Background: an optimization exercise with open tools, aiming at small area, a short achievable clock period and few clock cycles. Do not read the settings as production practice.
Only simulation tests tie the RTL to the original design; equivalence was not proved.
Power is estimated from default activity; no workload was simulated.

==> flow/design.v <==
module FemtoRV32(
   input         clk,
   output [31:0] mem_addr,   
   output [31:0] mem_wdata,  
   output [3:0]  mem_wmask,  
   input  [31:0] mem_rdata,  
   output        mem_rstrb,  
   input         mem_rbusy,  
   input         mem_wbusy,  
   input         reset       
);
   wire stall = mem_rbusy | mem_wbusy;
   function [32:0] fast_add(input [31:0] a, input [31:0] b, input cin);
      reg [31:0] g, p, G, P;
      integer lvl, i;
      begin
         g = a & b;
         p = a ^ b;
         G = g;
         P = p;
         G[0] = g[0] | (p[0] & cin);
         for (lvl = 0; lvl < 5; lvl = lvl + 1)
            for (i = 0; i < 32; i = i + 1)
               if (i[lvl]) begin
                  G[i] = G[i] | (P[i] & G[((i >> lvl) << lvl) - 1]);
                  P[i] = P[i] & P[((i >> lvl) << lvl) - 1];
               end
         fast_add = {G[31], p ^ {G[30:0], cin}};
      end
   endfunction
   reg [31:0] B_addr;
   reg [31:0] B_wdata;
   reg [3:0]  B_wmask;
   reg        B_rd;          
   reg        B_fetch;       
   reg        pend;          
   reg        D_valid;       
   reg [31:0] PC_D;          
   reg        E_valid;
   reg [31:0] E_rs1;         
   reg [31:0] E_op2;         
   reg [31:0] E_aux;         
   reg [4:0]  E_rd;
   reg [4:0]  E_rs1id;       
   reg [4:0]  E_rs2id;
   reg [2:0]  E_f3;
   reg        E_wr;          
   reg        E_isLoad, E_isStore, E_isBranch, E_isJALR, E_pred;
   reg        E_sub, E_arith;
   reg        E_selAdd, E_selSlt, E_selSltu, E_selXor, E_selOr, E_selAnd;
   reg        E_selShift, E_selAux, E_selCyc, E_selImm;
   reg        M_valid;       
   reg        M_isLoad;
   reg        M_wr;
   reg [4:0]  M_rd;
   reg [2:0]  M_f3;
   reg [1:0]  M_a;
   reg        W_valid;       
   reg        W_wr;
   reg [4:0]  W_rd;
   reg [2:0]  W_f3;
   reg [1:0]  W_a;
   reg [31:0] cycles;
   assign mem_addr  = B_addr;
   assign mem_wdata = B_wdata;
   assign mem_wmask = stall ? 4'b0000 : B_wmask;
   assign mem_rstrb = B_rd & !stall;
   reg [31:0] registerFile [1:31];
   wire        rf_we;
   wire [4:0]  rf_wa;
   wire [31:0] rf_wd;
   always @(posedge clk) begin
      if (rf_we)
         registerFile[rf_wa] <= rf_wd;
   end
   wire [31:0] I = mem_rdata;
   wire [4:0] D_rs1 = I[19:15];
   wire [4:0] D_rs2 = I[24:20];
   wire [4:0] D_rd  = I[11:7];
   wire [2:0] D_f3  = I[14:12];
   wire D_isLoad   = (I[6:2] == 5'b00000);
   wire D_isALUimm = (I[6:2] == 5'b00100);
   wire D_isAUIPC  = (I[6:2] == 5'b00101);
   wire D_isStore  = (I[6:2] == 5'b01000);
   wire D_isALUreg = (I[6:2] == 5'b01100);
   wire D_isLUI    = (I[6:2] == 5'b01101);
   wire D_isBranch = (I[6:2] == 5'b11000);
   wire D_isJALR   = (I[6:2] == 5'b11001);
   wire D_isJAL    = (I[6:2] == 5'b11011);
   wire D_isSYSTEM = (I[6:2] == 5'b11100);
   wire [31:0] Iimm = {{21{I[31]}}, I[30:20]};
   wire [31:0] Simm = {{21{I[31]}}, I[30:25], I[11:7]};
   wire [31:0] Bimm = {{20{I[31]}}, I[7], I[30:25], I[11:8], 1'b0};
   wire [31:0] Uimm = {I[31:12], 12'b0};
   wire [31:0] Jimm = {{12{I[31]}}, I[19:12], I[20], I[30:21], 1'b0};
   wire D_usesRs1 = !(D_isLUI | D_isAUIPC | D_isJAL);    
   wire D_usesRs2 = D_isALUreg | D_isBranch | D_isStore;
   wire D_isALU   = D_isALUimm | D_isALUreg;
   wire D_pred    = D_isJAL | (D_isBranch & I[31]);    
   reg [31:0] rf_r1, rf_r2;
   integer ri;
   always @(*) begin
      rf_r1 = 32'b0;
      rf_r2 = 32'b0;
      for (ri = 1; ri < 32; ri = ri + 1) begin
         rf_r1 = rf_r1 | ({32{D_rs1 == ri}} & registerFile[ri]);
         rf_r2 = rf_r2 | ({32{D_rs2 == ri}} & registerFile[ri]);
      end
   end
   wire        E_fwd = E_valid & E_wr;
   wire [31:0] E_result;
   wire [31:0] D_r1 = (E_fwd && E_rd == D_rs1) ? E_result : rf_r1;
   wire [31:0] D_r2 = (E_fwd && E_rd == D_rs2) ? E_result : rf_r2;
   wire [31:0] D_imm = D_isStore           ? Simm :
                       (D_isLUI|D_isAUIPC) ? Uimm :
                                             Iimm;
   wire D_sub = D_isBranch | (D_isALU & (D_f3 == 3'b010 | D_f3 == 3'b011)) |
                (D_isALUreg & D_f3 == 3'b000 & I[30]);
   wire [31:0] D_op2 = (D_isALUreg | D_isBranch) ? D_r2 : D_imm;
   wire [31:0] D_target = fast_add(PC_D, I[3] ? Jimm : I[2] ? Uimm : Bimm, 1'b0);
   wire [31:0] D_pc4    = fast_add(PC_D, 32'd4, 1'b0);
   wire E_stall = E_valid & (W_valid |
                  (M_valid & M_isLoad & M_wr &
                   (M_rd == E_rs1id | M_rd == E_rs2id | (E_wr & M_rd == E_rd))));
   wire E_exec  = E_valid & !E_stall;
   wire [32:0] X = fast_add(E_rs1, E_op2, E_sub);
   wire        LTU = !X[32];
   wire        LT  = (E_rs1[31] ^ !E_op2[31]) ? E_rs1[31] : X[31];
   wire        EQ  = &(E_rs1 ^ E_op2);
   wire taken = (E_f3[2:1] == 2'b00) ? (EQ  ^ E_f3[0]) :
                (E_f3[2:1] == 2'b10) ? (LT  ^ E_f3[0]) :
                                       (LTU ^ E_f3[0]);
   wire        shLeft = !E_f3[2];
   wire [31:0] rs1rev;
   genvar gi;
   generate
      for (gi = 0; gi < 32; gi = gi + 1) begin : rev1
         assign rs1rev[gi] = E_rs1[31-gi];
      end
   endgenerate
   wire [31:0] shIn = shLeft ? rs1rev : E_rs1;
   wire        shFill = E_arith & E_rs1[31];
   wire [63:0] shExt = {{32{shFill}}, shIn} >> E_op2[4:0];
   wire [31:0] shR = shExt[31:0];
   wire [31:0] shRrev;
   generate
      for (gi = 0; gi < 32; gi = gi + 1) begin : rev2
         assign shRrev[gi] = shR[31-gi];
      end
   endgenerate
   wire [31:0] shOut = shLeft ? shRrev : shR;
   assign E_result =
      (E_selAdd   ? X[31:0]         : 32'b0) |
      (E_selSlt   ? {31'b0, LT}     : 32'b0) |
      (E_selSltu  ? {31'b0, LTU}    : 32'b0) |
      (E_selXor   ? E_rs1 ^ E_op2   : 32'b0) |
      (E_selOr    ? E_rs1 | E_op2   : 32'b0) |
      (E_selAnd   ? E_rs1 & E_op2   : 32'b0) |
      (E_selShift ? shOut           : 32'b0) |
      (E_selAux   ? E_aux           : 32'b0) |
      (E_selImm   ? E_op2           : 32'b0) |
      (E_selCyc   ? cycles_inc      : 32'b0);
   wire        E_redirect = E_exec & (E_isJALR | (E_isBranch & (taken ^ E_pred)));
   wire [31:0] E_newpc    = E_isJALR ? {X[31:1], 1'b0} : E_aux;
   wire        E_mem      = E_exec & (E_isLoad | E_isStore);
   wire [3:0] st_mask =
      E_f3[1] ? 4'b1111 :
      E_f3[0] ? (X[1] ? 4'b1100 : 4'b0011) :
                (4'b0001 << X[1:0]);
   wire [31:0] st_data = E_f3[1] ? E_aux :
                         E_f3[0] ? {2{E_aux[15:0]}} :
                                   {4{E_aux[7:0]}};
   wire D_enter    = D_valid & !E_stall & !E_redirect;
   wire D_refetch  = D_valid & E_stall;
   wire D_redirect = D_valid & !E_stall & D_pred;
   wire [15:0] ld_half = W_a[1] ? mem_rdata[31:16] : mem_rdata[15:0];
   wire  [7:0] ld_byte = W_a[0] ? ld_half[15:8] : ld_half[7:0];
   wire        ld_sign = !W_f3[2] & (W_f3[0] ? ld_half[15] : ld_byte[7]);
   wire [31:0] ld_data = W_f3[1] ? mem_rdata :
                         W_f3[0] ? {{16{ld_sign}}, ld_half} :
                                   {{24{ld_sign}}, ld_byte};
   assign rf_we = !stall & ((E_exec & E_wr) | (W_valid & W_wr));
   assign rf_wa = W_valid ? W_rd : E_rd;
   assign rf_wd = W_valid ? ld_data : E_result;
   wire [31:0] seq = pend ? PC_D : fast_add(B_fetch ? B_addr : PC_D, 32'd4, 1'b0);
   wire [31:0] B_next = E_mem      ? X[31:0] :
                        D_refetch  ? PC_D :
                        D_redirect ? D_target :
                                     seq;
   always @(posedge clk) begin
      if (!reset) begin
         B_addr  <= 32'b0;
         B_rd    <= 1'b1;
         B_fetch <= 1'b1;
         B_wmask <= 4'b0000;
         pend    <= 1'b0;
         D_valid <= 1'b0;
         E_valid <= 1'b0;
         M_valid <= 1'b0;
         W_valid <= 1'b0;
      end else if (!stall) begin
         B_wmask <= 4'b0000;
         B_fetch <= !E_mem;
         B_rd    <= !(E_exec & E_isStore);
         if (E_isStore & E_exec) B_wmask <= st_mask;
         pend   <= E_mem & D_redirect;
         B_addr <= E_redirect ? E_newpc : B_next;
         D_valid <= B_fetch & !E_redirect & !D_redirect & !D_refetch;
         if (!E_stall) E_valid <= D_enter;
         M_valid <= E_mem;
         W_valid <= M_valid & M_isLoad;
      end
   end
   always @(posedge clk) begin
      if (!stall) begin
         if (E_mem & D_redirect) PC_D <= D_target;
         else if (B_fetch)       PC_D <= B_addr;
         if (E_exec & E_isStore) B_wdata <= st_data;
         if (E_stall) begin
            if (W_valid & W_wr & E_rs1id == W_rd) E_rs1 <= ld_data;
            if (W_valid & W_wr & E_rs2id == W_rd) begin
               if (E_isStore) E_aux <= ld_data;
               else           E_op2 <= E_sub ? ~ld_data : ld_data;
            end
         end else begin
            E_rs1   <= D_r1;
            E_op2   <= D_sub ? ~D_op2 : D_op2;
            E_aux   <= D_isStore ? D_r2 :
                       ((D_isBranch & !I[31]) | D_isAUIPC) ? D_target : D_pc4;
            E_rd    <= D_rd;
            E_rs1id <= D_usesRs1 ? D_rs1 : 5'd0;
            E_rs2id <= D_usesRs2 ? D_rs2 : 5'd0;
            E_f3    <= D_f3;
            E_wr    <= !(D_isBranch | D_isStore | D_isLoad) & (D_rd != 5'd0);
            E_isLoad   <= D_isLoad;
            E_isStore  <= D_isStore;
            E_isBranch <= D_isBranch;
            E_isJALR   <= D_isJALR;
            E_pred     <= I[31];
            E_sub      <= D_sub;
            E_arith    <= I[30];
            E_selAdd   <= D_isALU & D_f3 == 3'b000;
            E_selImm   <= D_isLUI;
            E_selSlt   <= D_isALU & D_f3 == 3'b010;
            E_selSltu  <= D_isALU & D_f3 == 3'b011;
            E_selXor   <= D_isALU & D_f3 == 3'b100;
            E_selOr    <= D_isALU & D_f3 == 3'b110;
            E_selAnd   <= D_isALU & D_f3 == 3'b111;
            E_selShift <= D_isALU & D_f3[1:0] == 2'b01;
            E_selAux   <= D_isJAL | D_isJALR | D_isAUIPC;
            E_selCyc   <= D_isSYSTEM;
         end
         if (E_mem) begin
            M_isLoad <= E_isLoad;
            M_wr  <= E_rd != 5'd0;
            M_rd  <= E_rd;
            M_f3  <= E_f3;
            M_a   <= X[1:0];
         end
         W_wr  <= M_wr;
         W_rd  <= M_rd;
         W_f3  <= M_f3;
         W_a   <= M_a;
      end
   end
   wire [31:0] cycles_inc = fast_add(cycles, 32'd1, 1'b0);
   always @(posedge clk) cycles <= !reset ? 32'b0 : cycles_inc;
endmodule
==> flow/config.mk <==
export PLATFORM = sky130hd
export DESIGN_NAME = FemtoRV32
export DESIGN_NICKNAME = FemtoRV32
export VERILOG_FILES = /design/flow/design.v
export SDC_FILE = /design/flow/constraint.sdc
export NUM_CORES = 4
export LEC_CHECK = 0
export CAP_MARGIN = 30
export CORE_MARGIN = 2
export CORE_UTILIZATION = 30
export CTS_BUF_LIST = sky130_fd_sc_hd__clkbuf_8
export CTS_CLUSTER_SIZE = 25
export PLACE_DENSITY = 0.45
export SETUP_SLACK_MARGIN = 5
export SLEW_MARGIN = 30
==> flow/constraint.sdc <==
create_clock -name core_clock -period 10.0 [get_ports {clk}]
set_input_delay 2.0000 -clock core_clock [delete_from_list [all_inputs] [get_ports {clk}]]
set_output_delay 2.0000 -clock core_clock [all_outputs]
set_load 0.01 [all_outputs]
run.sh (not shown) runs the stock make flow with config.mk's settings and CLKGATE_MAP_FILE= SYNTH_SCRIPT=/design/flow/synth_recipe.tcl, a recipe that flattens the netlist after the stock synthesis.
Testbench counts at the start, summed over its fixed seeds: cycles 90,074.
Rerun with:
--- a/flow/design.v
+++ b/flow/design.v
@@ -45,13 +45,13 @@
    reg [4:0]  E_rs2id;
    reg [2:0]  E_f3;
    reg        E_wr;          
    reg        E_isLoad, E_isStore, E_isBranch, E_isJALR, E_pred;
    reg        E_sub, E_arith;
    reg        E_selAdd, E_selSlt, E_selSltu, E_selXor, E_selOr, E_selAnd;
-   reg        E_selShift, E_selAux, E_selCyc, E_selImm;
+   reg        E_selShift, E_selAux, E_selCyc;
    reg        M_valid;       
    reg        M_isLoad;
    reg        M_wr;
    reg [4:0]  M_rd;
    reg [2:0]  M_f3;
    reg [1:0]  M_a;
@@ -90,13 +90,13 @@
    wire D_isSYSTEM = (I[6:2] == 5'b11100);
    wire [31:0] Iimm = {{21{I[31]}}, I[30:20]};
    wire [31:0] Simm = {{21{I[31]}}, I[30:25], I[11:7]};
    wire [31:0] Bimm = {{20{I[31]}}, I[7], I[30:25], I[11:8], 1'b0};
    wire [31:0] Uimm = {I[31:12], 12'b0};
    wire [31:0] Jimm = {{12{I[31]}}, I[19:12], I[20], I[30:21], 1'b0};
-   wire D_usesRs1 = !(D_isLUI | D_isAUIPC | D_isJAL);    
+   wire D_usesRs1 = !(D_isLUI | D_isAUIPC | D_isJAL);
    wire D_usesRs2 = D_isALUreg | D_isBranch | D_isStore;
    wire D_isALU   = D_isALUimm | D_isALUreg;
    wire D_pred    = D_isJAL | (D_isBranch & I[31]);    
    reg [31:0] rf_r1, rf_r2;
    integer ri;
    always @(*) begin
@@ -114,13 +114,13 @@
    wire [31:0] D_imm = D_isStore           ? Simm :
                        (D_isLUI|D_isAUIPC) ? Uimm :
                                              Iimm;
    wire D_sub = D_isBranch | (D_isALU & (D_f3 == 3'b010 | D_f3 == 3'b011)) |
                 (D_isALUreg & D_f3 == 3'b000 & I[30]);
    wire [31:0] D_op2 = (D_isALUreg | D_isBranch) ? D_r2 : D_imm;
-   wire [31:0] D_target = fast_add(PC_D, I[3] ? Jimm : I[2] ? Uimm : Bimm, 1'b0);
+   wire [31:0] D_target = fast_add(PC_D, I[3] ? Jimm : Bimm, 1'b0);    
    wire [31:0] D_pc4    = fast_add(PC_D, 32'd4, 1'b0);
    wire E_stall = E_valid & (W_valid |
                   (M_valid & M_isLoad & M_wr &
                    (M_rd == E_rs1id | M_rd == E_rs2id | (E_wr & M_rd == E_rd))));
    wire E_exec  = E_valid & !E_stall;
    wire [32:0] X = fast_add(E_rs1, E_op2, E_sub);
@@ -155,13 +155,12 @@
       (E_selSltu  ? {31'b0, LTU}    : 32'b0) |
       (E_selXor   ? E_rs1 ^ E_op2   : 32'b0) |
       (E_selOr    ? E_rs1 | E_op2   : 32'b0) |
       (E_selAnd   ? E_rs1 & E_op2   : 32'b0) |
       (E_selShift ? shOut           : 32'b0) |
       (E_selAux   ? E_aux           : 32'b0) |
-      (E_selImm   ? E_op2           : 32'b0) |
       (E_selCyc   ? cycles_inc      : 32'b0);
    wire        E_redirect = E_exec & (E_isJALR | (E_isBranch & (taken ^ E_pred)));
    wire [31:0] E_newpc    = E_isJALR ? {X[31:1], 1'b0} : E_aux;
    wire        E_mem      = E_exec & (E_isLoad | E_isStore);
    wire [3:0] st_mask =
       E_f3[1] ? 4'b1111 :
@@ -220,37 +219,36 @@
             if (W_valid & W_wr & E_rs1id == W_rd) E_rs1 <= ld_data;
             if (W_valid & W_wr & E_rs2id == W_rd) begin
                if (E_isStore) E_aux <= ld_data;
                else           E_op2 <= E_sub ? ~ld_data : ld_data;
             end
          end else begin
-            E_rs1   <= D_r1;
+            E_rs1   <= (D_isAUIPC) ? PC_D : D_isLUI ? 32'b0 : D_r1;
             E_op2   <= D_sub ? ~D_op2 : D_op2;
             E_aux   <= D_isStore ? D_r2 :
-                       ((D_isBranch & !I[31]) | D_isAUIPC) ? D_target : D_pc4;
+                       (D_isBranch & !I[31]) ? D_target : D_pc4;
             E_rd    <= D_rd;
             E_rs1id <= D_usesRs1 ? D_rs1 : 5'd0;
             E_rs2id <= D_usesRs2 ? D_rs2 : 5'd0;
             E_f3    <= D_f3;
             E_wr    <= !(D_isBranch | D_isStore | D_isLoad) & (D_rd != 5'd0);
             E_isLoad   <= D_isLoad;
             E_isStore  <= D_isStore;
             E_isBranch <= D_isBranch;
             E_isJALR   <= D_isJALR;
             E_pred     <= I[31];
             E_sub      <= D_sub;
             E_arith    <= I[30];
-            E_selAdd   <= D_isALU & D_f3 == 3'b000;
-            E_selImm   <= D_isLUI;
+            E_selAdd   <= (D_isALU & D_f3 == 3'b000) | D_isLUI | D_isAUIPC;
             E_selSlt   <= D_isALU & D_f3 == 3'b010;
             E_selSltu  <= D_isALU & D_f3 == 3'b011;
             E_selXor   <= D_isALU & D_f3 == 3'b100;
             E_selOr    <= D_isALU & D_f3 == 3'b110;
             E_selAnd   <= D_isALU & D_f3 == 3'b111;
             E_selShift <= D_isALU & D_f3[1:0] == 2'b01;
-            E_selAux   <= D_isJAL | D_isJALR | D_isAUIPC;
+            E_selAux   <= D_isJAL | D_isJALR;
             E_selCyc   <= D_isSYSTEM;
          end
          if (E_mem) begin
             M_isLoad <= E_isLoad;
             M_wr  <= E_rd != 5'd0;
             M_rd  <= E_rd;
Outcome: The changed run went through all stages and came out clean. Cell area went up by a few percent. Routed wire length went up by a few percent. Global-route usage went up by 0.46 points. Register-to-register slack improves by 0.02 ns. Sequential power is about the same. Via count went up by a few percent. Setup slack degrades by 0.044 ns. Non-clock buffer count went up by 35. Clock skew went up by 0.0044 ns. Critical path depth went down by 5. Utilization went up by 0.18 points. Total power went up slightly. Sequential share of layout area went down by 0.99 points.
Testbench counts after the change, summed over its fixed seeds: cycles 90,074.

re-timing with driven ports:
The results above use ideal ports. As a check the final layouts listed here were re-extracted and re-timed, cells and wires unchanged.
Step 1 assumes that a clkbuf_16 drives the clock port and a buf_2 every other input.
Step 2 adds t to the input delays and takes it off the output delays; t is the mean of the earliest and latest rising clock arrival at the registers after step 1. Input paths then give back, and output paths get back, about the clock's delay inside the block.
a / b / c = ideal / step 1 / step 2; a / b = the first two.
run	shift t [ns]	slack for setup (ns)	hold WS [ns]	worst register clock-pin slew, ns	cell pins on the clock port's net
the first run	1.111	4.822 / 4.822 / 3.811	0.424 / 0.424 / 0.424	0.08 / 0.08	1
the second run	1.128	4.778 / 4.838 / 3.718	0.426 / 0.426 / 0.426	0.08 / 0.08	1
After both steps every run listed still meets setup and hold. The setup slack of the second run, which loses most, moves by +0.060 ns with the drivers and by -1.060 ns with both steps.
